Context: an optimization exercise on an open-source flow, tuned for small area, a short achievable clock period and few clock cycles. The choices shown serve that exercise and are no tape-out recipe. At most, simulation tests tie the RTL to the original design; equivalence was not proved. No functional check of the RTL was part of runs 1 and 4 to 7. Power figures rest on the tool's default switching activity, not on a simulated workload.

--- run.sh ---
#!/bin/bash
# synth_recipe.tcl (not shown) runs the flow's synth.tcl, then flattens the netlist and writes it again
# the make line also repeats each setting of config.mk as NAME=value (left out here)
make -C /OpenROAD-flow-scripts/flow DESIGN_CONFIG=/design/flow/config.mk WORK_HOME=/design/flow/orfs CLKGATE_MAP_FILE= SYNTH_SCRIPT=/design/flow/synth_recipe.tcl finish
--- config.mk ---
export PLATFORM = sky130hd
export DESIGN_NAME = cpu_main
export DESIGN_NICKNAME = cpu_main
export VERILOG_FILES = /design/flow/design.v
export SDC_FILE = /design/flow/constraint.sdc
export NUM_CORES = 4
export LEC_CHECK = 0
export ABC_AREA = 1
export CAP_MARGIN = 20
export CORE_MARGIN = 2
export CORE_UTILIZATION = 40
export CTS_BUF_LIST = sky130_fd_sc_hd__clkbuf_4 sky130_fd_sc_hd__clkbuf_8
export SETUP_SLACK_MARGIN = 3.1
export SLEW_MARGIN = 20
--- constraint.sdc ---
create_clock -name core_clock -period 7.0 [get_ports {clk}]
set_input_delay 1.4000 -clock core_clock [delete_from_list [all_inputs] [get_ports {clk}]]
set_output_delay 1.4000 -clock core_clock [all_outputs]
set_load 0.01 [all_outputs]
--- design.v ---
`default_nettype none                
`timescale 1ns/1ps                   
/*verilator lint_off UNUSED*/
typedef enum logic [3:0] {
    NOP     = 4'b0000,       
    LDA     = 4'b0001,       
    ADD     = 4'b0010,       
    SUB     = 4'b0011,       
    STA     = 4'b0100,       
    LDI     = 4'b0101,       
    JMP     = 4'b0110,       
    JC      = 4'b0111,       
    JZ      = 4'b1000,       
    NOP_9   = 4'b1001,       
    NOP_A   = 4'b1010,       
    NOP_B   = 4'b1011,       
    NOP_C   = 4'b1100,       
    NOP_D   = 4'b1101,       
    OUT     = 4'b1110,       
    HLT     = 4'b1111        
} op_t;
typedef logic [3:0] addr_t;
typedef logic [7:0] byte_t;
/*verilator lint_on UNUSED*/
`default_nettype none
`timescale 1ns/1ps
module cpu_core (
    output      logic   hlt_o,           
    output      logic   mem_write_o,     
    output      logic   mem_store_o,     
    output      addr_t  mem_waddr_o,     
    output      byte_t  mem_wdata_o,     
    input  wire logic   wr_fwd_i,        
    input  wire addr_t  wr_addr_i,       
    input  wire byte_t  wr_data_i,       
    output      logic [2:0] mem_addr_ev_o,   
    input  wire byte_t  mem_data_ev_i,
    output      logic [2:0] mem_addr_od_o,   
    input  wire byte_t  mem_data_od_i,
    output      addr_t  mem_eaddr_o,     
    input  wire byte_t  mem_edata_i,
    output      logic   out_strobe_o,    
    output      byte_t  out_value_o,     
    input  wire logic   reset_i,
    input  wire logic   clk_en_i,
    input  wire logic   clk
);
addr_t      q;                           
byte_t      ir0;                         
byte_t      ir1;                         
logic       ctl0;                        
logic       pass0;                       
logic       self0;                       
addr_t      darg;                        
byte_t      a;                           
logic       cf;                          
logic       o_rdy;                       
byte_t      out_hold;                    
logic       out_old;                     
function automatic logic is_ctl(input logic [3:0] op);
    is_ctl = (op == NOP) || (op == JMP) || (op == JC) || (op == JZ) ||
           (op == NOP_9) || (op == NOP_A) || (op == NOP_B) || (op == NOP_C) || (op == NOP_D);
endfunction
function automatic logic is_pass(input logic [3:0] op);
    is_pass = is_ctl(op) || (op == OUT);
endfunction
function automatic logic is_nop(input logic [3:0] op);
    is_nop = (op == NOP) || (op == NOP_9) || (op == NOP_A) || (op == NOP_B) || (op == NOP_C) || (op == NOP_D);
endfunction
function automatic logic [8:0] add8(input logic [7:0] x, input logic [7:0] y, input logic ci);
    logic [8:0] g, p, gn, pn;
    logic [8:0] c;
    g = {x & y, ci};
    p = {x ^ y, 1'b0};
    for (int d = 1; d < 9; d = d * 2) begin
        gn = g;
        pn = p;
        for (int i = d; i < 9; i++) begin
            gn[i] = g[i] | (p[i] & g[i-d]);
            pn[i] = p[i] & p[i-d];
        end
        g = gn;
        p = pn;
    end
    c = g;
    add8 = {c[8], (x ^ y) ^ c[7:0]};
endfunction
op_t        op0, op1, dop;
addr_t      arg0, arg1;
logic       run;
logic       zf;
logic       tk0, tk1;
logic       ctl1;
logic       fold1;
logic       exec0, exec1;
logic       dval;
logic       halt_e;
addr_t      nq, nq1;
logic       fwd0, fwd1;
byte_t      f0, f1;
logic       sub;
byte_t      ax;
logic [8:0] alu;
always_comb op0     = op_t'(ir0[7:4]);
always_comb op1     = op_t'(ir1[7:4]);
always_comb arg0    = ir0[3:0];
always_comb arg1    = ir1[3:0];
always_comb run     = clk_en_i && !hlt_o;
always_comb zf      = (a == 8'h00);
always_comb ctl1    = is_ctl(op1);
always_comb dop     = pass0 ? op1 : op0;
always_comb tk0     = (op0 == JMP) || (op0 == JC && cf) || (op0 == JZ && zf);
always_comb tk1     = (op1 == JMP) || (op1 == JC && cf) ||
                      (op1 == JZ && ((op0 == LDI) ? (arg0 == 4'h0) : zf));
always_comb begin
    case (op0)
        OUT:     fold1 = (op1 != OUT);
        STA:     fold1 = ctl1 || op1 == HLT || op1 == OUT;
        LDI:     fold1 = ctl1 || op1 == HLT || op1 == OUT;
        LDA:     fold1 = is_nop(op1) || op1 == JMP || op1 == JC || op1 == HLT || op1 == OUT;
        default: fold1 = is_nop(op1) || op1 == JMP || op1 == HLT || op1 == OUT;   
    endcase
    if (self0) begin
        fold1 = 1'b0;                    
    end
end
always_comb begin
    exec0   = 1'b0;                      
    exec1   = 1'b0;                      
    halt_e  = 1'b0;
    nq      = q + 4'h1;
    nq1     = q + 4'h2;
    if (ctl0 && tk0) begin
        nq      = arg0;
        nq1     = arg0 + 4'h1;
    end else if (op0 == HLT) begin
        halt_e  = 1'b1;
    end else begin
        exec0   = !ctl0;
        if (ctl0 || fold1) begin
            exec1   = 1'b1;
            halt_e  = (op1 == HLT);
            if (ctl1 && tk1) begin
                nq      = arg1;
                nq1     = arg1 + 4'h1;
            end else begin
                nq      = q + 4'h2;
                nq1     = q + 4'h3;
            end
        end
    end
    if (reset_i) begin
        nq      = 4'h0;
        nq1     = 4'h1;
    end else if (!run) begin
        nq      = q;
        nq1     = q + 4'h1;
    end
end
always_comb fwd0    = wr_fwd_i && (run || reset_i) && wr_addr_i == nq;
always_comb fwd1    = wr_fwd_i && (run || reset_i) && wr_addr_i == nq1;
always_comb dval    = pass0 ? exec1 : exec0;
always_comb f0      = fwd0 ? wr_data_i : (nq[0] ? mem_data_od_i : mem_data_ev_i);
always_comb f1      = fwd1 ? wr_data_i : (nq[0] ? mem_data_ev_i : mem_data_od_i);
always_comb sub     = (dop == SUB);
always_comb ax      = a ^ {8{sub}};
always_comb alu     = add8(ax, mem_edata_i, 1'b0);
always_comb mem_addr_ev_o = nq1[3:1];
always_comb mem_addr_od_o = nq[3:1];
always_comb mem_eaddr_o  = darg;
always_comb mem_store_o  = dval && (dop == STA);
always_comb mem_write_o  = run && mem_store_o;
always_comb mem_waddr_o  = darg;
always_comb mem_wdata_o  = a;
always_comb out_strobe_o = o_rdy;
always_comb out_value_o  = out_old ? out_hold : a;
always_ff @(posedge clk) begin
    out_hold <= a;
end
always_ff @(posedge clk) begin
    q       <= nq;
    ir0     <= f0;
    ir1     <= f1;
    ctl0    <= is_ctl(f0[7:4]);
    pass0   <= is_pass(f0[7:4]);
    darg    <= is_pass(f0[7:4]) ? f1[3:0] : f0[3:0];
    self0   <= (f0[7:4] == STA) && (f0[3:0] == nq1);
end
always_ff @(posedge clk) begin
    if (reset_i) begin
        a       <= '0;
        cf      <= 1'b0;
        o_rdy   <= 1'b0;
        out_old <= 1'b0;
        hlt_o   <= 1'b0;
    end else begin
        o_rdy   <= 1'b0;
        if (run) begin
            if (dval) begin
                case (dop)
                    LDA:    a        <= mem_edata_i;
                    ADD, SUB: begin
                        a       <= alu[7:0] ^ {8{sub}};
                        cf      <= alu[8];
                    end
                    LDI:    a        <= {4'h0, darg};
                    default: ;
                endcase
            end
            out_old <= exec0 && op0 == OUT;
            if ((exec0 && op0 == OUT) || (exec1 && op1 == OUT)) begin
                o_rdy   <= 1'b1;
            end
            if (halt_e || f0[7:4] == HLT) begin
                hlt_o   <= 1'b1;
            end
        end
    end
end
endmodule
`default_nettype wire
`default_nettype none
`timescale 1ns/1ps
module cpu_mem (
    input  wire logic       we_i,        
    input  wire addr_t      waddr_i,     
    input  wire byte_t      wdata_i,     
    input  wire logic [2:0] raddr_ev_i,  
    output      byte_t      rdata_ev_o,
    input  wire logic [2:0] raddr_od_i,  
    output      byte_t      rdata_od_o,
    input  wire addr_t      raddr_e_i,   
    output      byte_t      rdata_e_o,
    input  wire logic       clk
);
byte_t memory [0:15];
always_ff @(posedge clk) begin
    if (we_i) begin
        memory[waddr_i] <= wdata_i;
    end
end
always_comb begin
    rdata_ev_o = '0;
    rdata_od_o = '0;
    for (int i = 0; i < 8; i++) begin
        rdata_ev_o = rdata_ev_o | (memory[2*i]   & {8{raddr_ev_i == 3'(i)}});
        rdata_od_o = rdata_od_o | (memory[2*i+1] & {8{raddr_od_i == 3'(i)}});
    end
end
always_comb begin
    rdata_e_o = '0;
    for (int i = 0; i < 16; i++) begin
        rdata_e_o = rdata_e_o | (memory[i] & {8{raddr_e_i == 4'(i)}});
    end
end
endmodule
`default_nettype wire
`default_nettype none
`timescale 1ns/1ps
module cpu_main (
    input wire  logic       clk_en_i,
    input wire  logic       reset_i,
    output      logic       out_strobe_o,
    output      byte_t      out_value_o,
    output      logic       halt_o,
    input wire  logic       prog_we_i,           
    input wire  addr_t      prog_addr_i,         
    input wire  byte_t      prog_data_i,         
    input wire  logic       clk
);
logic       cpu_we;
logic       cpu_st;
logic       wfwd;
addr_t      cpu_waddr;
byte_t      cpu_wdata;
logic       we;
addr_t      waddr;
byte_t      wdata;
logic [2:0] addr_ev, addr_od;
addr_t      eaddr;
byte_t      data_ev, data_od, edata;
always_comb we      = reset_i ? prog_we_i   : cpu_we;
always_comb wfwd    = reset_i ? prog_we_i   : cpu_st;
always_comb waddr   = reset_i ? prog_addr_i : cpu_waddr;
always_comb wdata   = reset_i ? prog_data_i : cpu_wdata;
cpu_core core (
    .hlt_o(halt_o),
    .mem_write_o(cpu_we),
    .mem_store_o(cpu_st),
    .mem_waddr_o(cpu_waddr),
    .mem_wdata_o(cpu_wdata),
    .wr_fwd_i(wfwd),
    .wr_addr_i(waddr),
    .wr_data_i(wdata),
    .mem_addr_ev_o(addr_ev),
    .mem_data_ev_i(data_ev),
    .mem_addr_od_o(addr_od),
    .mem_data_od_i(data_od),
    .mem_eaddr_o(eaddr),
    .mem_edata_i(edata),
    .out_strobe_o(out_strobe_o),
    .out_value_o(out_value_o),
    .reset_i(reset_i),
    .clk_en_i(clk_en_i),
    .clk(clk)
);
cpu_mem mem (
    .we_i(we),
    .waddr_i(waddr),
    .wdata_i(wdata),
    .raddr_ev_i(addr_ev),
    .rdata_ev_o(data_ev),
    .raddr_od_i(addr_od),
    .rdata_od_o(data_od),
    .raddr_e_i(eaddr),
    .rdata_e_o(edata),
    .clk(clk)
);
endmodule
`default_nettype wire
==> results_dict.tcl, run 1 <==
set metrics [dict create \
    areaGrowthSynthToFinish_pct 15.9 \
    synth-compound-area-share 0.129 \
    status "finished clean" \
    ant_nets 0 \
    p_leak_uw 0.00457 \
    num_rows 56 \
    die_x_um 159 \
    yosysWarnings 3 \
    avgSynthCellArea_um2 8.50 \
    p_seq_frac 0.266 \
    swShare 0.516 \
    critPathRequiredTime_ps 7370 \
    min_period_ps 3710 \
    htreeDepth 4 \
    synthMuxAreaShare 0.00351 \
    cts_buffers 17 \
    ys_seq_elements 175 \
    final.setup_skew_ps 18.7 \
    switching_power_uw 2900 \
    setup_viol 0 \
    wl_per_cell_um 23.6 \
    min_path_type "register to register" \
    final_util 0.473 \
    dpl_cell_area_um2 10200 \
    slew_headroom 0.372 \
    diodes 0 \
    synth_fa_ha_area_frac 0.0216 \
    crit_type "input port to register" \
    nNetsFinal 1221 \
    post-place-ws_ps 1620 \
    grt_overflow 0 \
    critical_path_arrival_ps 4080 \
    fmax_mhz 270 \
    stdcell_area_um2 11100 \
    initial_utilization 0.408 \
    grt_antenna_before_repair 0 \
    drv_slew 0 \
    synth_area_um2 9620 \
    power.density_nw_per_um2 505 \
    synth_cell_types 56 \
    die_y_um 159 \
    core_area_um2 23500 \
    io_pins 26 \
    synth_xor_area_frac 0.0226 \
    crit_fanout 22 \
    synth_flop_cell "edfxtp_1" \
    dr.first_iter.drc_count 1012 \
    synth_area_leaders "edfxtp_1 (40%), nand2_1 (11%), dfxtp_1 (9.8%)" \
    tightest_slew_ps 939 \
    fin_ws_ps 3290 \
    seq_area_frac_synth 0.498 \
    portBuffers 25 \
    clk-insertion-delay-late_ps 490 \
    min_period_over_period 0.529 \
    syn_nets 1163 \
    clock-sinks 175 \
    grt_max_degree 25 \
    synth-edff-count 128 \
    cts_tree "built" \
    crit_path_start_kind "input port" \
    routabilityCongestion 1.06 \
    syn_inst 1131 \
    cts_hold_buf 0 \
    gr-usage-all-layers 0.281 \
    max-cap-violations 0 \
    synth_top_area_cell "edfxtp_1" \
    drt_drc_violations_left 0 \
    drive_gt1_frac 0.158 \
    ir_drop_mv 0.192 \
    path_clk_slew_ps 100 \
    dp_hpwl_mm 27.4 \
    grt_pass1_vias 8131 \
    cts.path.max_buffers 2 \
    drt_wl_total_mm 35.9 \
    grt_pass1_wl_mm 52.5 \
    synth_top_area_frac 0.400 \
    power_uw 5630 \
    avgViaCountPerCell 5.72 \
    num_vias 8693 \
    dr.pass1.iters 6 \
    clkPwrFrac 0.126 \
    end_kind "register" \
    p_int_uw 2720 \
    rsz0062_at_grt "yes" \
    async_flop_share 0 \
    cts_root_buf "clkbuf_8" \
    finalHoldViolCount 0 \
    synth_simple_gate_area_frac 0.262 \
    synth_top_family_by_area "simple AND/OR/NAND/NOR gates" \
    power.share.combinational 0.608 \
    fin_tns_setup_ps 0 \
    die_area_um2 25300 \
]
==> stage by stage <==
step / std cells / hold slack [ps]
finish: 1521 / 405
detailed placement: 1464 / 385
global route: 1521 / 415
CTS: 1500 / 402
floorplan: 1131 / 375
global placement: 1464 / 387
==> Yosys cell counts (15+ instances only) <==
cell and count:
a21oi_1 38, edfxtp_1 128, nand4_1 18, nand3_1 103, a221oi_1 25, o22ai_1 28
ha_1 15, dfxtp_1 47, nor2_1 112, nand2_1 282, o21ai_0 56, inv_1 129
xor2_1 20
==> cell usage in the layout (no fill, tap or decap), types with 28 or more instances in the layout <==
cell type and n:
o22ai_1 28, o21ai_0 51, a21oi_1 36, inv_1 121
buf_4 28, nand3_1 103, nand2_1 276, dfxtp_1 40
nor2_1 89, edfxtp_1 128
==> timing repair <==
item | CTS | global route
cloned | 0 | 1
setup buffers | 4 | 20
endpoints found under the setup margin | 157 | 20
pin swaps | 4 | 12
endpoints found under the hold margin | 0 | 0
gates resized for setup | 41 | 55
==> power by group through the flow <==
stage / Sequential (uW) / Clock, uW / Combinational [uW]
floorplan: 1430 / 0 / 2120
global placement: 1500 / 0 / 2990
detailed placement: 1500 / 0 / 3000
CTS: 1480 / 714 / 3090
global route: 1520 / 761 / 3730
finish: 1500 / 709 / 3420
==> registers in the layout (all words and copies together), names as in the netlist <==
name / flops
core.darg: 4
core.a: 8
core.ir0: 8
core.hlt_o: 1
core.out_hold: 8
core.out_old: 1
core.q: 4
mem.memory: 128
core.ir1: 8
core.o_rdy: 1
core.pass0: 1
core.self0: 1
core.cf: 1
core.ctl0: 1
==> critical path, cell delays in order <==
cell	delay, ps
buf_4	280
clkinvlp_4	210
or2_2	290
o21ai_0	310
inv_1	260
nor2_1	250
nor3_4	80
nand3_4	140
clkinv_4	120
nand2_2	80
nand2_2	110
a21oi_1	140
nand2_1	100
nand2_4	90
nand2_2	80
nand2_1	60
nand2_1	50
==> area by class of cell <==
cell class              instances  area [um2]
fillers                      2352       12400
flip-flops and latches        175        4800
multi-input cells             800        4510
inverters                     140         534
repair buffers                 55         513
well taps                     319         399
clock buffers                  18         241
clock inverters                14         144
==> cell families (layout without fill, tap and decap cells) <==
kind of cell	after synthesis	in the layout
muxes	3	3
buffers and inverters	157	227
AOI/OAI and AO/OA	191	191
DFF	175	175
and+or+nand+nor	565	566
xor gates and xnor gates	24	24
adders and majority gates	16	16
==> path summary, 6_finish.rpt <==
check	from	to	slack (ps)	depth (start not counted)
worst max-delay path	reset_i	core.darg[0]	3290	17
worst min-delay path	core.a[5]	core.out_hold[5]	410	0
worst max register to register	core.darg[0]	core.a[6]	3310	21
worst min register to register	core.a[5]	core.out_hold[5]	410	0
==> metal layers <==
layer  wire length, um  share of wire  track usage  vias up
met4              1490          0.041        0.109        0
met1             15500           0.43        0.388     4170
met3              2630          0.073       0.0386       88
met5                 0              0            0        -
met2             16300           0.45        0.449      446
li1                  -              -            -     3989
==> inputs of run 2 (changes only) <==
--- a/design.v
+++ b/design.v
@@ -51,5 +51,4 @@
 logic       ctl0;                        
 logic       pass0;                       
-logic       self0;                       
 addr_t      darg;                        
 byte_t      a;                           
@@ -121,5 +120,5 @@
         default: fold1 = is_nop(op1) || op1 == JMP || op1 == HLT || op1 == OUT;   
     endcase
-    if (self0) begin
+    if (op0 == STA && arg0 == q + 4'h1) begin
         fold1 = 1'b0;                    
     end
@@ -185,5 +184,4 @@
     pass0   <= is_pass(f0[7:4]);
     darg    <= is_pass(f0[7:4]) ? f1[3:0] : f0[3:0];
-    self0   <= (f0[7:4] == STA) && (f0[3:0] == nq1);
 end
 always_ff @(posedge clk) begin
--- a/config.mk
+++ b/config.mk
@@ -11,4 +11,4 @@
 export CORE_UTILIZATION = 40
 export CTS_BUF_LIST = sky130_fd_sc_hd__clkbuf_4 sky130_fd_sc_hd__clkbuf_8
-export SETUP_SLACK_MARGIN = 3.1
+export SETUP_SLACK_MARGIN = 3.2
 export SLEW_MARGIN = 20
==> run 2 against run 1 <==
Design area shrank 0.48%. Global-route usage fell by 2.4 points. Via count fell by 0.83%. Sequential power about the same. Die area increased by 0.50%. Synthesized area is 0.52% higher. Register-to-register slack barely moved. Critical path type is now register to register. Still clean on timing, DRC and antenna.
==> results_dict.tcl, run 2 <==
set metrics [dict create \
    synth_top_area_frac 0.398 \
    fin_tns_setup_ps 0 \
    drv_slew 0 \
    seq_area_um2 4770 \
    num_rows 56 \
    stdcell_count 1520 \
    min_period_over_period 0.526 \
    largest_reg_flops 128 \
    synth_top_area_cell "edfxtp_1" \
    yosysWarnings 3 \
    cts_root_buf "clkbuf_8" \
    end_kind "register" \
    netlist_top_cells_count "nand2_1 (246), inv_1 (141), edfxtp_1 (128), nor2_1 (109), nand3_1 (94)" \
    min_path_type "register to register" \
    n_fill_cell 2340 \
    dp_cells 1459 \
    max-cap-violations 0 \
    multiInputGateArea_um2 4410 \
    routabilityCongestion 1.05 \
    grt_overflow 0 \
    cp_slowest_cell "dfxtp_1" \
    tightest_slew_ps 991 \
    ant_nets 0 \
    p_int_uw 2740 \
    slew_headroom 0.337 \
    dp_hpwl_mm 24.9 \
    die_area_um2 25400 \
    finalHoldViolCount 0 \
    cp.depth 18 \
    io_pins 26 \
    initial_utilization 0.409 \
    rsz0062_at_grt "yes" \
    core_area_um2 23600 \
    synth_most_common_cell "nand2_1" \
    synth-edff-count 128 \
    clkPwrFrac 0.133 \
    htreeDepth 4 \
    diodes 0 \
    power.density_nw_per_um2 499 \
    power_uw 5540 \
    path_clk_slew_ps 110 \
    seq_area_frac_synth 0.493 \
    cts_tree "built" \
    die_y_um 159 \
    wl_per_cell_um 21.9 \
    p_seq_frac 0.267 \
    regMostFlops "mem.memory" \
    avgViaCountPerCell 5.67 \
    synth_flop_cell "edfxtp_1" \
    crit_type "register to register" \
    switching_power_uw 2800 \
    drt_drc_violations_left 0 \
    stdcell_area_um2 11100 \
    power.share.combinational 0.600 \
    final.setup_skew_ps 23.4 \
    gr-usage-all-layers 0.257 \
    fin_ws_ps 3310 \
    critPathTopFamily "compound AO/OA/AOI/OAI gates" \
    critical_path_arrival_ps 4070 \
    cp_num_buf_inv 3 \
    ir_drop_mv 0.205 \
    grt_antenna_before_repair 1 \
    cts_buffers 17 \
    status "finished clean" \
    ys_seq_elements 174 \
    crit_fanout 5 \
    crit_path_start_kind "register" \
    crit_start "core.darg[3]" \
    cts.path.max_buffers 2 \
    syn_inst 1126 \
    dr.first_iter.drc_count 1136 \
    path_cells "nor2_1, inv_1, nor2_1, inv_1, o22ai_1, a2111oi_0, nand4_1, buf_4, ha_1, fa_1, nand3_1, nand2_1, a21oi_1, o21ai_0, xnor2_1, o221ai_1, o21ai_0, a21oi_1" \
    grt_pass1_vias 8056 \
    critPathRequiredTime_ps 7380 \
    cts_hold_buf 0 \
    p_leak_uw 0.00454 \
    dpl_cell_area_um2 10300 \
    drive_gt1_frac 0.151 \
    nNetsFinal 1220 \
    die_x_um 159 \
    grt_max_degree 25 \
    synth_area_um2 9670 \
    r2r-start "core.darg[3]" \
    layout_commonest_cell "nand2_1" \
    post-place-ws_ps 1520 \
    critPathCapture "core.a[6]" \
    portBuffers 25 \
    swShare 0.506 \
    clock-sinks 174 \
    min_period_ps 3690 \
    syn_nets 1158 \
    worst_r2r_path_depth 18 \
    drt_wl_total_mm 33.3 \
    async_flop_share 0 \
    max_stage_delay_ps 440 \
    final_cell_mix "nand2_1 (241), inv_1 (138), edfxtp_1 (128)" \
    synth_cell_types 54 \
    fmax_mhz 271 \
    clk-insertion-delay-late_ps 490 \
    synth_area_leaders "edfxtp_1 (40%), nand2_1 (9.6%), dfxtp_1 (9.5%)" \
    dr.pass1.iters 18 \
    reg2reg_to "core.a[6]" \
    avgSynthCellArea_um2 8.59 \
    num_vias 8621 \
    areaGrowthSynthToFinish_pct 14.7 \
    setup_viol 0 \
    grt_pass1_wl_mm 48.8 \
    regToRegSetupSlack_ps 3310 \
]
[run 2: cell count changes after synthesis, sizes merged, moves of 4 or more]
| cell | change |
|---|---|
| nand2 | -28 |
| inv | +15 |
| a21oi | +6 |
| nand4 | +5 |
| xnor2 | +5 |
| a211oi | +4 |
| nor3 | +4 |
| o211ai | -4 |
[run 2: metal layers]
layer	global-route usage	wire, um	up-vias	part of all wire
met5	0	0	-	0
met4	0.127	1790	0	0.054
met3	0.0477	2590	102	0.078
met2	0.420	15400	443	0.46
met1	0.329	13600	4090	0.41
li1	-	-	3986	-
[run 2: logic make-up (layout without fill, tap and decap cells)]
| logic type | after synthesis | in the layout | share of synthesized area |
|---|---|---|---|
| compound gates | 193 | 193 | 0.126 |
| mux | 1 | 1 | 0.00116 |
| fa+ha+maj | 16 | 16 | 0.0215 |
| xor+xnor | 26 | 26 | 0.0236 |
| flops | 174 | 174 | 0.493 |
| simple gates | 544 | 544 | 0.263 |
| buf+inv | 172 | 247 | 0.0714 |
[run 2: layout make-up]
type | instances | share of cell area
clock buffer | 17 | 0.0211
clock inverter | 15 | 0.0151
inverter | 154 | 0.0536
multi-input combinational | 780 | 0.397
sequential | 174 | 0.430
tap | 319 | 0.0360
timing repair buffer | 61 | 0.0467
[run 2: worst min-delay path by stage]
stage	slack, ps	cells after the start	from	end
2_1_floorplan	370	0	core.a[1]	core.out_hold[1]
3_5_place_dp	390	0	core.a[5]	core.out_hold[5]
4_1_cts	410	0	core.a[0]	core.out_hold[0]
6_report	410	0	core.a[5]	core.out_hold[5]
3_3_place_gp	390	0	core.a[1]	core.out_hold[1]
5_1_grt	420	0	core.a[5]	core.out_hold[5]
[run 2: power by group through the flow]
stage	combinational [uW]	clock, uW	sequential [uW]
4_1_cts	3060	740	1470
5_1_grt	3620	784	1500
3_5_place_dp	2980	0	1500
6_report	3330	736	1480
3_3_place_gp	2950	0	1500
2_1_floorplan	2220	0	1430
[run 2: metrics by stage]
step / util / hold slack [ps]
4_1_cts: 0.457 / 415
3_5_place_dp: 0.435 / 392
3_3_place_gp: 0.435 / 392
5_1_grt: 0.470 / 422
2_1_floorplan: - / 372
6_report: 0.470 / 412
[run 2: timing repair]
item / 4_1_cts / 5_1_grt
endpoints found under the setup margin: 151 / 65
gates resized for setup: 33 / 25
pin swaps: 3 / 17
setup buffers: 4 / 25
hold endpoints to repair: 0 / 0
Testbench counts of run 2, summed over its fixed seeds: cycles 11,002.
==> inputs of run 3 (changes only) <==
--- a/config.mk
+++ b/config.mk
@@ -11,4 +11,4 @@
 export CORE_UTILIZATION = 40
 export CTS_BUF_LIST = sky130_fd_sc_hd__clkbuf_4 sky130_fd_sc_hd__clkbuf_8
-export SETUP_SLACK_MARGIN = 3.2
+export SETUP_SLACK_MARGIN = 3.1
 export SLEW_MARGIN = 20
==> run 3 against run 2 <==
Sequential power is essentially flat. Combinational power about the same. Non-clock buffer count decreased by 1. Synthesized cell count stayed put. Power shrank 0.48%. Synthesized area unchanged. Critical endpoint is now core.darg[0]. Largest cell class unchanged.
==> results_dict.tcl, run 3 <==
set metrics [dict create \
    cts_root_buf "clkbuf_8" \
    nNetsFinal 1220 \
    cts_hold_buf 0 \
    status "finished clean" \
    die_area_um2 25400 \
    crit_fanout 24 \
    initial_utilization 0.409 \
    grt_overflow 0 \
    drive_gt1_frac 0.152 \
    num_vias 8616 \
    rsz0062_at_grt "no" \
    dr.pass1.iters 6 \
    areaGrowthSynthToFinish_pct 14.7 \
    avgViaCountPerCell 5.67 \
    ir_drop_mv 0.203 \
    die_x_um 159 \
    setup_viol 0 \
    min_period_over_period 0.530 \
    tightest_slew_ps 976 \
    synth_top_area_frac 0.398 \
    portBuffers 25 \
    power.density_nw_per_um2 497 \
    cts_buffers 17 \
    synth_cell_types 54 \
    seq_area_frac_synth 0.493 \
    critPathRequiredTime_ps 7380 \
    diodes 0 \
    async_flop_share 0 \
    cts_tree "built" \
    netlist_top_cells_count "nand2_1 (246), inv_1 (141), edfxtp_1 (128), nor2_1 (109), nand3_1 (94)" \
    critical_path_arrival_ps 4090 \
    cp_slowest_cell "or2_2" \
    synth_most_common_cell "nand2_1" \
    max-cap-violations 0 \
    wl_per_cell_um 21.9 \
    dr.first_iter.drc_count 1026 \
    die_y_um 159 \
    grt_antenna_before_repair 0 \
    grt_pass1_wl_mm 48.6 \
    gr-usage-all-layers 0.256 \
    crit_type "input port to register" \
    ant_nets 0 \
    end_kind "register" \
    fmax_mhz 270 \
    synth_area_um2 9670 \
    num_rows 56 \
    p_leak_uw 0.00455 \
    routabilityCongestion 1.05 \
    avgSynthCellArea_um2 8.59 \
    stdcell_area_um2 11100 \
    min_period_ps 3710 \
    synth_flop_cell "edfxtp_1" \
    min_path_type "register to register" \
    n_fill_cell 2337 \
    dpl_cell_area_um2 10300 \
    fin_tns_setup_ps 0 \
    synth_area_leaders "edfxtp_1 (40%), nand2_1 (9.6%), dfxtp_1 (9.5%)" \
    io_pins 26 \
    layout_commonest_cell "nand2_1" \
    path_clk_slew_ps 110 \
    drt_wl_total_mm 33.2 \
    finalHoldViolCount 0 \
    stdcell_count 1520 \
    drt_drc_violations_left 0 \
    dp_cells 1459 \
    cts.path.max_buffers 2 \
    syn_inst 1126 \
    crit_path_start_kind "input port" \
    final_cell_mix "nand2_1 (238), inv_1 (139), edfxtp_1 (128)" \
    clock-sinks 174 \
    final.setup_skew_ps 20.7 \
    htreeDepth 4 \
    min_path_cells 0 \
    worst_r2r_path_depth 18 \
    synth_top_area_cell "edfxtp_1" \
    ys_seq_elements 174 \
    grt_pass1_vias 8024 \
    synth-edff-count 128 \
    regMostFlops "mem.memory" \
    yosysWarnings 3 \
    drv_slew 0 \
    core_area_um2 23600 \
    max_stage_delay_ps 330 \
    slew_headroom 0.347 \
    syn_nets 1158 \
    clk-insertion-delay-late_ps 480 \
    dp_hpwl_mm 24.9 \
    largest_reg_flops 128 \
    grt_max_degree 25 \
    path_cells "clkbuf_4, clkinvlp_4, or2_2, o21ai_0, inv_1, xor2_1, nor3_2, nand2_4, inv_4, nand2_1, nand2_4, nor2_1, nand2_1, nand2_2, nand2_4, nand2_4, nand2_1, nand2_1" \
]
## run 3: critical path, delay by kind of cell
family / cells / cell delay [ps]
simple gates: 12 / 1320
xor+xnor: 1 / 210
buf+inv: 4 / 900
compound gates: 1 / 230
## run 3: through the flow
stage / total power, uW / hold slack [ps] / worst slack (ps) / util
global route: 5890 / 422 / 3070 / 0.470
detailed placement: 4480 / 392 / 1520 / 0.435
global placement: 4450 / 392 / 1670 / 0.435
floorplan: 3650 / 372 / 3490 / -
CTS: 5250 / 415 / 3130 / 0.455
finish: 5510 / 411 / 3290 / 0.470
## run 3: what timing repair did
item,CTS,global route
gates resized for setup,21,37
endpoints found under the setup margin,151,123
pin swaps,2,14
buffers inserted,2,26
gates cloned,0,1
## run 3: path summary, 6_finish.rpt
path / from / end / slack, ps
hold / removal: core.a[5] / core.out_hold[5] / 410
setup reg to reg: core.darg[3] / core.a[6] / 3340
hold reg to reg: core.a[5] / core.out_hold[5] / 410
setup / recovery: reset_i / core.darg[0] / 3290
## run 3: per-layer routing
metal	wire, um	vias to the layer above	global-route usage
met2	15400	417	0.417
met4	1700	0	0.127
met3	2380	102	0.0477
li1	-	3986	-
met1	13700	4111	0.329
met5	0	-	0
## run 3: area by class of cell
class | instances | area, um2 | area share
clock buffer | 17 | 234 | 0.0211
clock inverter | 15 | 168 | 0.0151
inverter | 154 | 594 | 0.0536
multi-input combinational | 781 | 4400 | 0.397
sequential | 174 | 4770 | 0.430
tap | 319 | 399 | 0.0360
timing repair buffer | 60 | 526 | 0.0474
## run 3: kinds of logic (layout without fill, tap and decap cells)
logic type,Yosys count,after routing,share of synthesized area
XOR/XNOR,26,26,0.0236
flip-flops,174,174,0.493
AO/OA/AOI/OAI,193,193,0.126
adder cells (fa/ha/maj),16,16,0.0215
buffers and inverters,172,246,0.0714
multiplexers,1,1,0.00116
AND/OR/NAND/NOR,544,545,0.263
## run 3: report_power, final
part	switching (uW)	internal [uW]	leakage, uW
Sequential	166	1310	0.00155
Clock	433	300	0.000202
Combinational	2180	1120	0.00280
==> inputs of run 4 (changes only) <==
--- a/design.v
+++ b/design.v
@@ -110,12 +110,9 @@
 always_comb dop     = pass0 ? op1 : op0;
 always_comb tk0     = (op0 == JMP) || (op0 == JC && cf) || (op0 == JZ && zf);
-always_comb tk1     = (op1 == JMP) || (op1 == JC && cf) ||
-                      (op1 == JZ && ((op0 == LDI) ? (arg0 == 4'h0) : zf));
+always_comb tk1     = (op1 == JMP) || (op1 == JC && cf) || (op1 == JZ && zf);
 always_comb begin
     case (op0)
         OUT:     fold1 = (op1 != OUT);
         STA:     fold1 = ctl1 || op1 == HLT || op1 == OUT;
-        LDI:     fold1 = ctl1 || op1 == HLT || op1 == OUT;
-        LDA:     fold1 = is_nop(op1) || op1 == JMP || op1 == JC || op1 == HLT || op1 == OUT;
         default: fold1 = is_nop(op1) || op1 == JMP || op1 == HLT || op1 == OUT;   
     endcase
==> run 4 against run 3 <==
Fmax fell by 4.3%. Register-to-register slack worse by 120 ps. Final cell count is 0.26% higher. Flip-flop and latch count unchanged. Power up 1.5%. Clock power grew 4.4%. Design area up 1.4%. Clock skew shrank 1.3 ps. Synthesized area is essentially flat. Combinational power up 2%. Critical endpoint unchanged. Highest routed layer unchanged.
==> results_dict.tcl, run 4 <==
set metrics [dict create \
    status "finished clean" \
    crit_type "input port to register" \
    fmax_mhz 258 \
    grt_pass1_vias 8094 \
    core_area_um2 23600 \
    final.setup_skew_ps 19.5 \
    drive_gt1_frac 0.173 \
    synth_area_leaders "edfxtp_1 (40%), nand2_1 (9.9%), dfxtp_1 (9.5%)" \
    wl_per_cell_um 22.4 \
    regMostFlops "mem.memory" \
    die_area_um2 25400 \
    min_path_type "register to register" \
    htreeDepth 4 \
    ir_drop_mv 0.195 \
    synthMuxAreaShare 0 \
    grt_overflow 0 \
    cts_root_buf "clkbuf_8" \
    largest_reg_flops 128 \
    min_period_over_period 0.553 \
    syn_inst 1127 \
    yosysWarnings 3 \
    grt_pass1_wl_mm 50.2 \
    synth_most_common_cell "nand2_1" \
    crit_path_start_kind "input port" \
    die_x_um 159 \
    stdcell_area_um2 11200 \
    num_rows 56 \
    syn_nets 1158 \
    path_clk_slew_ps 110 \
    synth-compound-area-share 0.132 \
    portBuffers 25 \
    netlist_top_cells_count "nand2_1 (256), inv_1 (142), edfxtp_1 (128), nor2_1 (101), nand3_1 (80)" \
    routabilityCongestion 1.03 \
    diodes 0 \
    dr.pass1.iters 8 \
    nNetsFinal 1223 \
    final_cell_mix "nand2_1 (252), inv_1 (139), edfxtp_1 (128)" \
    num_vias 8734 \
    synth_xor_area_frac 0.0227 \
    grt_max_degree 26 \
    end_kind "register" \
    die_y_um 159 \
    multiInputGateArea_um2 4470 \
    synth_top_area_cell "edfxtp_1" \
    drt_wl_total_mm 34.2 \
    critPathCapture "core.darg[0]" \
    avgViaCountPerCell 5.73 \
    layout_commonest_cell "nand2_1" \
    seq_area_um2 4770 \
    clock-sinks 174 \
    regToRegSetupSlack_ps 3220 \
    max-cap-violations 0 \
    drt_drc_violations_left 0 \
    synth_simple_gate_area_frac 0.257 \
    synth_top_area_frac 0.398 \
    crit_start "clk_en_i" \
    p_leak_uw 0.00455 \
    cts_buffers 17 \
    async_flop_share 0 \
    ant_nets 0 \
    reg2reg_to "core.a[6]" \
    dr.first_iter.drc_count 997 \
    synth-edff-count 128 \
    ys_seq_elements 174 \
    finalHoldViolCount 0 \
    slew_headroom 0.422 \
    n_fill_cell 2335 \
    power.density_nw_per_um2 498 \
    critPathRequiredTime_ps 7430 \
    grt_antenna_before_repair 0 \
    min_period_ps 3870 \
    areaGrowthSynthToFinish_pct 16.3 \
    synth_flop_cell "edfxtp_1" \
    cts.path.max_buffers 2 \
    synth_area_um2 9670 \
    synth_top_family_by_area "simple AND/OR/NAND/NOR gates" \
    initial_utilization 0.409 \
    synth_cell_types 55 \
    worst_r2r_path_depth 20 \
    setup_viol 0 \
    avgSynthCellArea_um2 8.58 \
    crit_fanout 7 \
    fin_tns_setup_ps 0 \
    clk-insertion-delay-late_ps 480 \
    tightest_slew_ps 863 \
    seq_area_frac_synth 0.493 \
    io_pins 26 \
    synth_fa_ha_area_frac 0.0202 \
    r2r-start "core.darg[0]" \
    dpl_cell_area_um2 10300 \
    gr-usage-all-layers 0.265 \
    cts_tree "built" \
    drv_slew 0 \
    critical_path_arrival_ps 4300 \
    rsz0062_at_grt "yes" \
    dp_hpwl_mm 24.9 \
]
[run 4: cell type report]
type	count	share of cell area
clock buffer	17	0.0208
clock inverter	15	0.0180
inverter	159	0.0552
multi-input combinational	778	0.397
sequential	174	0.424
tap	319	0.0355
timing repair buffer	62	0.0492
[run 4: critical path: stages]
cell and delay (ps):
clkdlybuf4s50_1 450, nand2_2 140, inv_1 100, nor2_4 150
inv_2 100, nor2_2 160, inv_1 90, nand2_4 180
nand2_4 100, nor2_4 210, buf_4 170, nand2_1 40
o21ai_0 90, nor2_1 120, nand3_1 230, o21ai_0 110
o21ai_1 260, nand3_1 110, nand2_1 70
[run 4: how the worst min path moves through the flow]
| stage | start | end | slack [ps] | depth (start not counted) |
|---|---|---|---|---|
| 2_1_floorplan | core.a[5] | core.out_hold[5] | 360 | 0 |
| 3_3_place_gp | core.a[5] | core.out_hold[5] | 370 | 0 |
| 3_5_place_dp | core.a[5] | core.out_hold[5] | 370 | 0 |
| 4_1_cts | core.a[5] | core.out_hold[5] | 390 | 0 |
| 5_1_grt | core.a[5] | core.out_hold[5] | 400 | 0 |
| 6_report | core.a[5] | core.out_hold[5] | 390 | 0 |
[run 4: kinds of logic (layout without fill, tap and decap cells)]
family	Yosys count	after routing
compound gates	206	206
simple gates	530	532
flops	174	174
buf+inv	177	253
fa+ha+maj	15	15
xor+xnor	25	25
[run 4: what timing repair did]
item,CTS,global route
pin swaps,6,16
hold endpoints to repair,0,0
cloned,0,2
setup buffers,8,17
resized for setup,31,55
endpoints found under the setup margin,104,77
hold buffers,0,0
[run 4: routing by layer]
metal / vias to the layer above / GRT usage / part of all wire
met5: - / 0 / 0
met4: 0 / 0.130 / 0.054
met3: 108 / 0.0508 / 0.087
met2: 513 / 0.416 / 0.45
met1: 4147 / 0.353 / 0.41
li1: 3966 / - / -
[run 4: power by group]
| group | leakage, uW | switching [uW] | internal [uW] |
|---|---|---|---|
| clock | 0.000217 | 452 | 313 |
| combinational | 0.00278 | 2310 | 1070 |
| sequential | 0.00155 | 148 | 1310 |
[run 4: stage by stage]
stage	power, uW	hold WS, ps	utilization	worst slack [ps]	instances
detailed placement	4500	369	0.436	2150	1465
CTS	5320	386	0.462	3030	1505
floorplan	3610	362	-	3500	1127
global placement	4480	368	0.435	1960	1465
global route	5950	399	0.476	2930	1524
finish	5590	386	0.476	3130	1524
==> inputs of run 5 (changes only) <==
--- a/config.mk
+++ b/config.mk
@@ -11,4 +11,4 @@
 export CORE_UTILIZATION = 40
 export CTS_BUF_LIST = sky130_fd_sc_hd__clkbuf_4 sky130_fd_sc_hd__clkbuf_8
-export SETUP_SLACK_MARGIN = 3.1
+export SETUP_SLACK_MARGIN = 3.0
 export SLEW_MARGIN = 20
==> run 5 against run 4 <==
Sequential power hardly changed. Setup slack worse by 110 ps. Combinational power is 4% lower. Clock skew is 1.5 ps higher. Critical path depth is 12 lower. Non-clock buffer count is 17 lower. Register-to-register slack worse by 40 ps. Hold slack hardly changed. Global-route usage is 0.078 points lower. Critical path type unchanged. Critical endpoint is now mem.memory[7][3]. Largest cell class unchanged. Largest power group unchanged. Highest routed layer unchanged.
==> results_dict.tcl, run 5 <==
set metrics [dict create \
    status "finished clean" \
    cts_buffers 17 \
    cts_tree "built" \
    clock-sinks 174 \
    netlist_top_cells_count "nand2_1 (256), inv_1 (142), edfxtp_1 (128), nor2_1 (101), nand3_1 (80)" \
    ant_nets 0 \
    r2r-start "core.darg[0]" \
    synth_xor_area_frac 0.0227 \
    gr-usage-all-layers 0.265 \
    stdcell_area_um2 11000 \
    crit_start "reset_i" \
    die_y_um 159 \
    post-place-ws_ps 2150 \
    synth_flop_cell "edfxtp_1" \
    finalHoldViolCount 0 \
    power.density_nw_per_um2 497 \
    grt_pass1_wl_mm 50.0 \
    max_stage_delay_ps 870 \
    grt_max_degree 26 \
    slew_headroom 0.291 \
    htreeDepth 4 \
    fin_tns_setup_ps 0 \
    critical_path_arrival_ps 4090 \
    wl_per_cell_um 22.3 \
    synth_area_leaders "edfxtp_1 (40%), nand2_1 (9.9%), dfxtp_1 (9.5%)" \
    crit_type "input port to register" \
    cp_num_buf_inv 3 \
    min_period_over_period 0.570 \
    dpl_cell_area_um2 10300 \
    regToRegSetupSlack_ps 3180 \
    routabilityCongestion 1.03 \
    initial_utilization 0.409 \
    cp_slowest_cell "nor2_1" \
    fmax_mhz 251 \
    synth_simple_gate_area_frac 0.257 \
    synth-edff-count 128 \
    syn_inst 1127 \
    diodes 0 \
    avgSynthCellArea_um2 8.58 \
    nNetsFinal 1205 \
    p_leak_uw 0.00444 \
    dr.pass1.iters 6 \
    final_cell_mix "nand2_1 (255), inv_1 (139), edfxtp_1 (128)" \
    grt_antenna_before_repair 0 \
    synthMuxAreaShare 0 \
    hold_path.startpoint "core.a[5]" \
    synth_cell_types 55 \
    cts.path.max_buffers 2 \
    crit_path_start_kind "input port" \
    clk-insertion-delay-late_ps 480 \
    rsz0062_at_grt "yes" \
    cts_root_buf "clkbuf_8" \
    num_rows 56 \
    die_x_um 159 \
    drt_drc_violations_left 0 \
    drive_gt1_frac 0.151 \
    grt_overflow 0 \
    synth-compound-area-share 0.132 \
    end_kind "register" \
    synth_top_family_by_area "simple AND/OR/NAND/NOR gates" \
    ir_drop_mv 0.196 \
    path_cells "clkdlybuf4s50_1, buf_12, clkinvlp_4, or2_2, o21ai_1, nand2_1, nor2_1" \
    drt_wl_total_mm 33.6 \
    tightest_slew_ps 1060 \
    dr.first_iter.drc_count 1115 \
    fin_ws_ps 3010 \
    synth_top_area_cell "edfxtp_1" \
    regMostFlops "mem.memory" \
    min_period_ps 3990 \
    synth_fa_ha_area_frac 0.0202 \
    min_path_type "register to register" \
    synth_top_area_frac 0.398 \
    synth_most_common_cell "nand2_1" \
    io_pins 26 \
    crit_fanout 26 \
    largest_reg_flops 128 \
    synth_area_um2 9670 \
    syn_nets 1158 \
    max-cap-violations 0 \
    areaGrowthSynthToFinish_pct 14.0 \
    yosysWarnings 3 \
    ys_seq_elements 174 \
    avgViaCountPerCell 5.65 \
    async_flop_share 0 \
    seq_area_frac_synth 0.493 \
    drv_slew 0 \
    grt_pass1_vias 8057 \
    clkPwrFrac 0.140 \
    num_vias 8511 \
    p_int_uw 2630 \
    final.setup_skew_ps 20.9 \
    dp_hpwl_mm 24.9 \
    n_fill_cell 2363 \
    power_uw 5470 \
    portBuffers 25 \
    setup_viol 0 \
    swShare 0.520 \
    critPathRequiredTime_ps 7100 \
    path_clk_slew_ps 110 \
    final_util 0.467 \
    switching_power_uw 2850 \
    critPathTopFamily "simple AND/OR/NAND/NOR gates" \
    power.share.combinational 0.594 \
    p_seq_frac 0.266 \
    layout_commonest_cell "nand2_1" \
    core_area_um2 23600 \
    die_area_um2 25400 \
]
run 5: repair_timing:
action / in CTS / in global routing
hold buffers: 0 / 0
hold endpoints to repair: 0 / 0
pin swaps: 0 / 7
endpoints found under the setup margin: 81 / 94
resized for setup: 14 / 53
setup buffers: 2 / 6
cloned: 0 / 1
run 5: routing by layer:
layer	routed length, um	track usage
met2	14900	0.411
met5	0	0
met3	2550	0.0417
met4	2020	0.133
met1	14200	0.359
run 5: worst paths after layout:
check	to	cells past startpoint
max	mem.memory[7][3]	7
min	core.out_hold[5]	0
max reg2reg	core.a[6]	21
min reg2reg	core.out_hold[5]	0
run 5: per-stage QoR:
stage | hold slack [ps] | instances
final | 386 | 1506
after global routing | 399 | 1506
after CTS | 386 | 1499
after detailed placement | 369 | 1465
after global placement | 368 | 1465
after floorplan | 362 | 1127
run 5: power by group through the flow:
stage	logic (uW)	registers [uW]	clock network, uW
floorplan	2190	1420	0
global placement	3010	1470	0
detailed placement	3030	1470	0
CTS	3050	1450	773
global route	3550	1470	812
finish	3250	1460	764
run 5: layout make-up:
cell class,instances,area [um2],share of cell area
timing repair buffer,45,413,0.0375
sequential,174,4770,0.433
inverter,159,618,0.0561
clock inverter,15,203,0.0184
clock buffer,17,234,0.0212
multi-input combinational,777,4380,0.398
tap,319,399,0.0362
run 5: cell families (layout without fill, tap and decap cells):
group / count (synthesis) / in the layout
xor+xnor: 25 / 25
fa+ha+maj: 15 / 15
flops: 174 / 174
simple gates: 530 / 531
buf+inv: 177 / 236
compound gates: 206 / 206
==> inputs of run 6 (changes only) <==
--- a/design.v
+++ b/design.v
@@ -62,5 +62,5 @@
 endfunction
 function automatic logic is_pass(input logic [3:0] op);
-    is_pass = is_ctl(op) || (op == OUT);
+    is_pass = is_ctl(op) || (op == OUT) || (op == STA);
 endfunction
 function automatic logic is_nop(input logic [3:0] op);
@@ -110,9 +110,13 @@
 always_comb dop     = pass0 ? op1 : op0;
 always_comb tk0     = (op0 == JMP) || (op0 == JC && cf) || (op0 == JZ && zf);
-always_comb tk1     = (op1 == JMP) || (op1 == JC && cf) || (op1 == JZ && zf);
+always_comb tk1     = (op1 == JMP) || (op1 == JC && cf) ||
+                      (op1 == JZ && ((op0 == LDI) ? (arg0 == 4'h0) : zf));
 always_comb begin
     case (op0)
         OUT:     fold1 = (op1 != OUT);
-        STA:     fold1 = ctl1 || op1 == HLT || op1 == OUT;
+        STA:     fold1 = ctl1 || op1 == HLT || op1 == OUT || op1 == LDI ||
+                         ((op1 == LDA || op1 == ADD || op1 == SUB) && arg1 != arg0);
+        LDI:     fold1 = ctl1 || op1 == HLT || op1 == OUT;
+        LDA:     fold1 = is_nop(op1) || op1 == JMP || op1 == JC || op1 == HLT || op1 == OUT;
         default: fold1 = is_nop(op1) || op1 == JMP || op1 == HLT || op1 == OUT;   
     endcase
@@ -165,7 +169,7 @@
 always_comb mem_addr_od_o = nq[3:1];
 always_comb mem_eaddr_o  = darg;
-always_comb mem_store_o  = dval && (dop == STA);
+always_comb mem_store_o  = (exec0 && op0 == STA) || (exec1 && op1 == STA);
 always_comb mem_write_o  = run && mem_store_o;
-always_comb mem_waddr_o  = darg;
+always_comb mem_waddr_o  = (op0 == STA) ? arg0 : arg1;
 always_comb mem_wdata_o  = a;
 always_comb out_strobe_o = o_rdy;
--- a/config.mk
+++ b/config.mk
@@ -11,4 +11,4 @@
 export CORE_UTILIZATION = 40
 export CTS_BUF_LIST = sky130_fd_sc_hd__clkbuf_4 sky130_fd_sc_hd__clkbuf_8
-export SETUP_SLACK_MARGIN = 3.0
+export SETUP_SLACK_MARGIN = 3.1
 export SLEW_MARGIN = 20
==> run 6 against run 5 <==
Register-to-register slack gained 140 ps. Clock skew shrank 3.0 ps. Final cell count grew 5.0%. Die area grew 1.6%. Critical endpoint is now core.darg[3].
==> results_dict.tcl, run 6 <==
set metrics [dict create \
    status "finished clean" \
    dp_hpwl_mm 26.8 \
    yosysWarnings 3 \
    synth_area_um2 9830 \
    min_path_cells 0 \
    syn_nets 1203 \
    gr-usage-all-layers 0.266 \
    crit_top_cell "nand2_1" \
    synth_most_common_cell "nand2_1" \
    layout_commonest_cell "nand2_1" \
    die_x_um 161 \
    power.density_nw_per_um2 491 \
    max_stage_delay_ps 520 \
    finalHoldViolCount 0 \
    ant_nets 0 \
    netlist_top_cells_count "nand2_1 (268), inv_1 (155), edfxtp_1 (128), nor2_1 (114), nand3_1 (89)" \
    async_flop_share 0 \
    cts_buffers 17 \
    grt_antenna_before_repair 0 \
    portBuffers 25 \
    cp_slowest_cell "clkdlybuf4s50_1" \
    critPathTopFamily "simple AND/OR/NAND/NOR gates" \
    nNetsFinal 1275 \
    hold_path.startpoint "core.a[0]" \
    synth_flop_cell "edfxtp_1" \
    clock-sinks 174 \
    dr.pass1.iters 7 \
    synth_top_area_frac 0.391 \
    crit_path_start_kind "input port" \
    drt_wl_total_mm 35.2 \
    synth-edff-count 128 \
    setup_viol 0 \
    drt_drc_violations_left 0 \
    cts.path.max_buffers 2 \
    critPathRequiredTime_ps 7380 \
    rsz0062_at_grt "no" \
    ir_drop_mv 0.168 \
    regMostFlops "mem.memory" \
    core_area_um2 24200 \
    seq_area_frac_synth 0.485 \
    dp_cells 1508 \
    avgViaCountPerCell 5.73 \
    crit_fanout 10 \
    slew_headroom 0.276 \
    stdcell_count 1581 \
    post-place-ws_ps 1980 \
    cp_num_buf_inv 4 \
    r2r-start "core.q[0]" \
    synth_top_area_cell "edfxtp_1" \
    n_fill_cell 2399 \
    cts_hold_buf 0 \
    die_area_um2 25800 \
    grt_pass1_vias 8193 \
    drv_slew 0 \
    dr.first_iter.drc_count 1275 \
    crit_type "input port to register" \
    num_rows 57 \
    avgSynthCellArea_um2 8.39 \
    cts_tree "built" \
    end_kind "register" \
    grt_max_degree 23 \
    initial_utilization 0.405 \
    syn_inst 1172 \
    cts_root_buf "clkbuf_8" \
    largest_reg_flops 128 \
    io_pins 26 \
    min_path_type "register to register" \
    drive_gt1_frac 0.163 \
    worst_r2r_path_depth 23 \
    wl_per_cell_um 22.3 \
    critical_path_arrival_ps 4110 \
    path_cells "clkdlybuf4s50_1, nand2_4, nor2_4, o21ai_0, inv_1, a21oi_4, buf_12, nor2_8, nand2_1, o21ai_1, nor2_1, nand3_1, nand3_2, nand2_2, inv_1, nand2_1, nand2_1, nand2_4, nand2_4, nand2_1, nand2_1" \
    fmax_mhz 268 \
    min_period_ps 3740 \
    synth_area_leaders "edfxtp_1 (39%), nand2_1 (10%), dfxtp_1 (9.4%)" \
    path_clk_slew_ps 100 \
    grt_pass1_wl_mm 50.7 \
    final.setup_skew_ps 17.9 \
    tightest_slew_ps 1080 \
    regToRegSetupSlack_ps 3320 \
    areaGrowthSynthToFinish_pct 17.1 \
    grt_overflow 0 \
    ys_seq_elements 174 \
    die_y_um 161 \
    clk-insertion-delay-late_ps 490 \
    htreeDepth 4 \
    fin_ws_ps 3260 \
    p_leak_uw 0.00479 \
    min_period_over_period 0.534 \
    final_cell_mix "nand2_1 (258), inv_1 (149), edfxtp_1 (128)" \
    reg2reg_to "core.darg[3]" \
    synth_cell_types 52 \
    diodes 0 \
    max-cap-violations 0 \
    num_vias 9060 \
    fin_tns_setup_ps 0 \
    routabilityCongestion 1.05 \
    whs_endpoint "core.out_hold[0]" \
]
==> run 6: changes by cell type in the layout (fill, tap and decap cells not counted), sizes merged, moves of 5 or more <==
cell and change:
inv +12, nor2 +14, o21ai -28, nand2 +11, a21oi -7, nand4 +7
nand3 +8, o22ai +16, o31ai +5, buf +27
==> run 6: worst reg2reg max path, cell delays in order (launching register included) <==
cell      delay [ps]
dfxtp_4          400
inv_1             80
ha_1             340
inv_2            110
o22ai_1           70
nor3_1           180
nand3b_1         150
nand2_2          110
nand2_4          110
nand3_1          100
nand3_1           80
o211ai_1         140
nand2_1           80
buf_4            230
inv_1            380
nand3_1          220
nand3_2          150
nand2_4           80
a21oi_1          160
nand2_1          100
nand2_4          120
nand2_4           80
nand2_1           60
nand2_1           50
==> run 6: repair_timing <==
| action | 4_1_cts | 5_1_grt |
|---|---|---|
| gates cloned | 0 | 3 |
| buffers inserted | 6 | 32 |
| hold endpoints to repair | 0 | 0 |
| pin swaps | 4 | 23 |
| resized for setup | 27 | 56 |
| endpoints found under the setup margin | 104 | 17 |
==> run 6: layout make-up <==
type                            instances  area [um2]  share of cell area
Sequential cell                       174        4780               0.416
Multi-Input combinational cell        808        4570               0.397
Inverter                              171         649              0.0564
Timing Repair Buffer                   72         648              0.0563
Tap cell                              324         405              0.0352
Clock buffer                           17         234              0.0203
Clock inverter                         15         220              0.0191
==> run 6: cell families (layout without fill, tap and decap cells) <==
group	count (synthesis)	after routing	share of synthesized area
adder cells (fa/ha/maj)	15	15	0.0199
AND/OR/NAND/NOR	571	574	0.266
AO/OA/AOI/OAI	191	191	0.124
XOR/XNOR	28	28	0.0257
buffers and inverters	193	275	0.0789
flip-flops	174	174	0.485
==> run 6: how the worst max path moves through the flow <==
| stage | from | end | slack (ps) | cells past startpoint |
|---|---|---|---|---|
| 3_3_place_gp | reset_i | core.darg[0] | 2010 | 18 |
| 4_1_cts | core.darg[1] | core.a[6] | 3120 | 19 |
| 3_5_place_dp | reset_i | core.darg[1] | 1980 | 18 |
| 2_1_floorplan | reset_i | core.darg[0] | 3410 | 19 |
| 6_report | clk_en_i | core.darg[3] | 3260 | 21 |
| 5_1_grt | core.q[0] | core.darg[3] | 3100 | 27 |
==> run 6: routing by layer <==
metal | GRT usage | part of all wire | up-vias
li1 | - | - | 4137
met5 | 0 | 0 | -
met2 | 0.430 | 0.46 | 510
met1 | 0.359 | 0.43 | 4308
met3 | 0.0413 | 0.071 | 105
met4 | 0.106 | 0.042 | 0
==> run 6: power breakdown <==
group          total, uW  internal (uW)  switching [uW]
clock                804            373             430
sequential          1510           1310             194
combinational       3340           1130            2210
total               5650           2820            2830
==> run 6: metrics by stage <==
stage               utilization  instance area, um2  hold slack [ps]  total power [uW]
floorplan                     -                9830              331              3580
global placement          0.430               10400              334              4430
detailed placement        0.430               10400              341              4430
CTS                       0.454               11000              359              5290
global route              0.475               11500              368              6010
finish                    0.475               11500              359              5650
==> inputs of run 7 (changes only) <==
--- a/config.mk
+++ b/config.mk
@@ -11,4 +11,4 @@
 export CORE_UTILIZATION = 40
 export CTS_BUF_LIST = sky130_fd_sc_hd__clkbuf_4 sky130_fd_sc_hd__clkbuf_8
-export SETUP_SLACK_MARGIN = 3.1
+export SETUP_SLACK_MARGIN = 3.0
 export SLEW_MARGIN = 20
==> run 7 against run 6 <==
Clock-buffer cell count unchanged. Clock power about the same. Critical endpoint unchanged. Synthesized cell count unchanged. Still clean. Power down 1.2%. Register-to-register slack worse by 80 ps. Critical path type unchanged. Hold slack worse by 0.90 ps.
==> results_dict.tcl, run 7 <==
set metrics [dict create \
    async_flop_share 0 \
    layout_commonest_cell "nand2_1" \
    whs_ps 358 \
    synth_most_common_cell "nand2_1" \
    slew_headroom 0.283 \
    fin_tns_setup_ps 0 \
    crit_start "clk_en_i" \
    cts_hold_buf 0 \
    finalHoldViolCount 0 \
    p_int_uw 2780 \
    power.share.combinational 0.586 \
    max_stage_delay_ps 470 \
    clock-sinks 174 \
    synth_cell_types 52 \
    setup_viol 0 \
    r2r-start "core.q[1]" \
    synth_area_leaders "edfxtp_1 (39%), nand2_1 (10%), dfxtp_1 (9.4%)" \
    dp_hpwl_mm 26.8 \
    cp.depth 22 \
    reg2reg_to "core.darg[3]" \
    areaGrowthSynthToFinish_pct 15.4 \
    hold_path.startpoint "core.a[0]" \
    die_area_um2 25800 \
    synth-edff-count 128 \
    avgViaCountPerCell 5.68 \
    clkPwrFrac 0.144 \
    grt_overflow 0 \
    num_rows 57 \
    min_path_type "register to register" \
    status "finished clean" \
    power.density_nw_per_um2 492 \
    grt_antenna_before_repair 0 \
    nNetsFinal 1262 \
    cp_num_buf_inv 3 \
    max-cap-violations 0 \
    diodes 0 \
    synth_top_area_frac 0.391 \
    portBuffers 25 \
    syn_inst 1172 \
    seq_area_frac_synth 0.485 \
    min_period_ps 3830 \
    end_kind "register" \
    synth_area_um2 9830 \
    p_seq_frac 0.270 \
    synth_flop_cell "edfxtp_1" \
    drive_gt1_frac 0.147 \
    drv_slew 0 \
    die_y_um 161 \
    io_pins 26 \
    initial_utilization 0.405 \
    clk-insertion-delay-late_ps 500 \
    whs_endpoint "core.out_hold[0]" \
    critPathTopFamily "simple AND/OR/NAND/NOR gates" \
    min_path_cells 0 \
    switching_power_uw 2800 \
    gr-usage-all-layers 0.265 \
    final.setup_skew_ps 19.7 \
    crit_type "input port to register" \
    cts.path.max_buffers 2 \
    dr.first_iter.drc_count 1247 \
    num_vias 8912 \
    critical_path_arrival_ps 4210 \
    p_leak_uw 0.00472 \
    seq_area_um2 4780 \
    fmax_mhz 261 \
    largest_reg_flops 128 \
    ys_seq_elements 174 \
    core_area_um2 24200 \
    die_x_um 161 \
    power_uw 5580 \
    ir_drop_mv 0.168 \
    grt_pass1_vias 8128 \
    cts_root_buf "clkbuf_8" \
    avgSynthCellArea_um2 8.39 \
    grt_max_degree 23 \
    regMostFlops "mem.memory" \
    synth_top_area_cell "edfxtp_1" \
    crit_top_cell "nand2_1" \
    tightest_slew_ps 1070 \
    multiInputGateArea_um2 4500 \
    dr.pass1.iters 7 \
    rsz0062_at_grt "no" \
    yosysWarnings 3 \
    crit_path_start_kind "input port" \
    cts_buffers 17 \
    path_clk_slew_ps 100 \
    critPathRequiredTime_ps 7380 \
    crit_fanout 9 \
    netlist_top_cells_count "nand2_1 (268), inv_1 (155), edfxtp_1 (128), nor2_1 (114), nand3_1 (89)" \
    cp_slowest_cell "clkdlybuf4s50_1" \
    final_cell_mix "nand2_1 (259), inv_1 (149), edfxtp_1 (128)" \
    cts_tree "built" \
    ant_nets 0 \
    routabilityCongestion 1.05 \
    drt_wl_total_mm 34.8 \
    n_fill_cell 2425 \
    grt_pass1_wl_mm 50.5 \
    path_cells "clkdlybuf4s50_1, nand2_1, nor2_4, o21ai_0, inv_1, nand2_1, nand2_4, nand2_1, nor2_2, nand2_1, nand2_1, nor2_1, nand3_1, nand3_1, nand2_2, inv_1, nand2_1, nand2_1, nand2_4, nand2_4, nand2_1, nand2_1" \
    min_period_over_period 0.547 \
    worst_r2r_path_depth 26 \
    regToRegSetupSlack_ps 3240 \
    drt_drc_violations_left 0 \
    syn_nets 1203 \
    htreeDepth 4 \
    wl_per_cell_um 22.2 \
    swShare 0.502 \
]
-- run 7: layer usage --
metal	vias to the layer above	wire, um	track usage	part of all wire
met3	97	2520	0.0390	0.072
met2	451	15900	0.431	0.46
met1	4256	15000	0.358	0.43
met5	-	0	0	0
li1	4108	-	-	-
met4	0	1460	0.104	0.042
-- run 7: how the worst max path moves through the flow --
stage	end	slack, ps
global placement	core.darg[0]	2010
detailed placement	core.darg[1]	1980
finish	core.darg[3]	3170
floorplan	core.darg[0]	3410
CTS	core.a[6]	3010
global route	core.a[6]	2990
-- run 7: metrics by stage --
step	instances	utilization	cell area, um2	setup WS, ps
floorplan	1172	-	9830	3410
global placement	1508	0.430	10400	2010
detailed placement	1508	0.430	10400	1980
CTS	1540	0.451	10900	3010
global route	1568	0.468	11300	2990
finish	1568	0.468	11300	3170
-- run 7: kinds of logic after synthesis --
| family | Yosys count | share of synthesized area |
|---|---|---|
| compound gates | 191 | 0.124 |
| xor+xnor | 28 | 0.0257 |
| fa+ha+maj | 15 | 0.0199 |
| buf+inv | 193 | 0.0789 |
| flops | 174 | 0.485 |
| simple gates | 571 | 0.266 |
-- run 7: area by class of cell --
class	instances	share of cell area
Clock buffer	17	0.0206
Clock inverter	15	0.0194
Inverter	171	0.0575
Multi-Input combinational cell	807	0.396
Sequential cell	174	0.422
Tap cell	324	0.0357
Timing Repair Buffer	60	0.0488
-- run 7: power by group through the flow --
stage / clock network, uW / logic, uW / registers (uW)
final: 804 / 3270 / 1510
after global routing: 850 / 3570 / 1520
after CTS: 805 / 2960 / 1490
after detailed placement: 0 / 2930 / 1510
after global placement: 0 / 2920 / 1510
after floorplan: 0 / 2160 / 1420
-- run 7: repair_timing --
action	CTS	global route
gates cloned	0	2
setup endpoints to repair	35	16
setup buffers	0	26
pin swaps	0	18
gates resized for setup	14	52

separate check: timing with driven ports:
The results above use ideal ports. As a check the final layouts listed here were re-extracted and re-timed, cells and wires unchanged. Step 1, drivers: a clkbuf_16 drives clk and a buf_2 each remaining input, both assumed. Step 2 also shifts input and output timing later by t, the mid clock arrival at the registers, as if the neighbouring blocks saw the same clock. Three values: ideal, step 1, step 2; two values: the first two.
run | t, ns | setup WS [ns] | worst data-port slew with drivers (ns)
run 1 | 0.524 | 3.294 / 3.306 / 2.792 | 0.05
run 2 | 0.520 | 3.315 / 3.315 / 2.828 | 0.04
run 3 | 0.516 | 3.292 / 3.303 / 2.786 | 0.04
run 4 | 0.519 | 3.126 / 3.148 / 2.629 | 0.04
run 5 | 0.518 | 3.012 / 3.033 / 2.516 | 0.04
run 6 | 0.526 | 3.263 / 3.279 / 2.753 | 0.04
run 7 | 0.529 | 3.173 / 3.187 / 2.658 | 0.04
After both steps setup and hold are still met in every run listed. The setup slack of run 7, which loses most, moves by +0.014 ns with the drivers and by -0.515 ns with both steps.
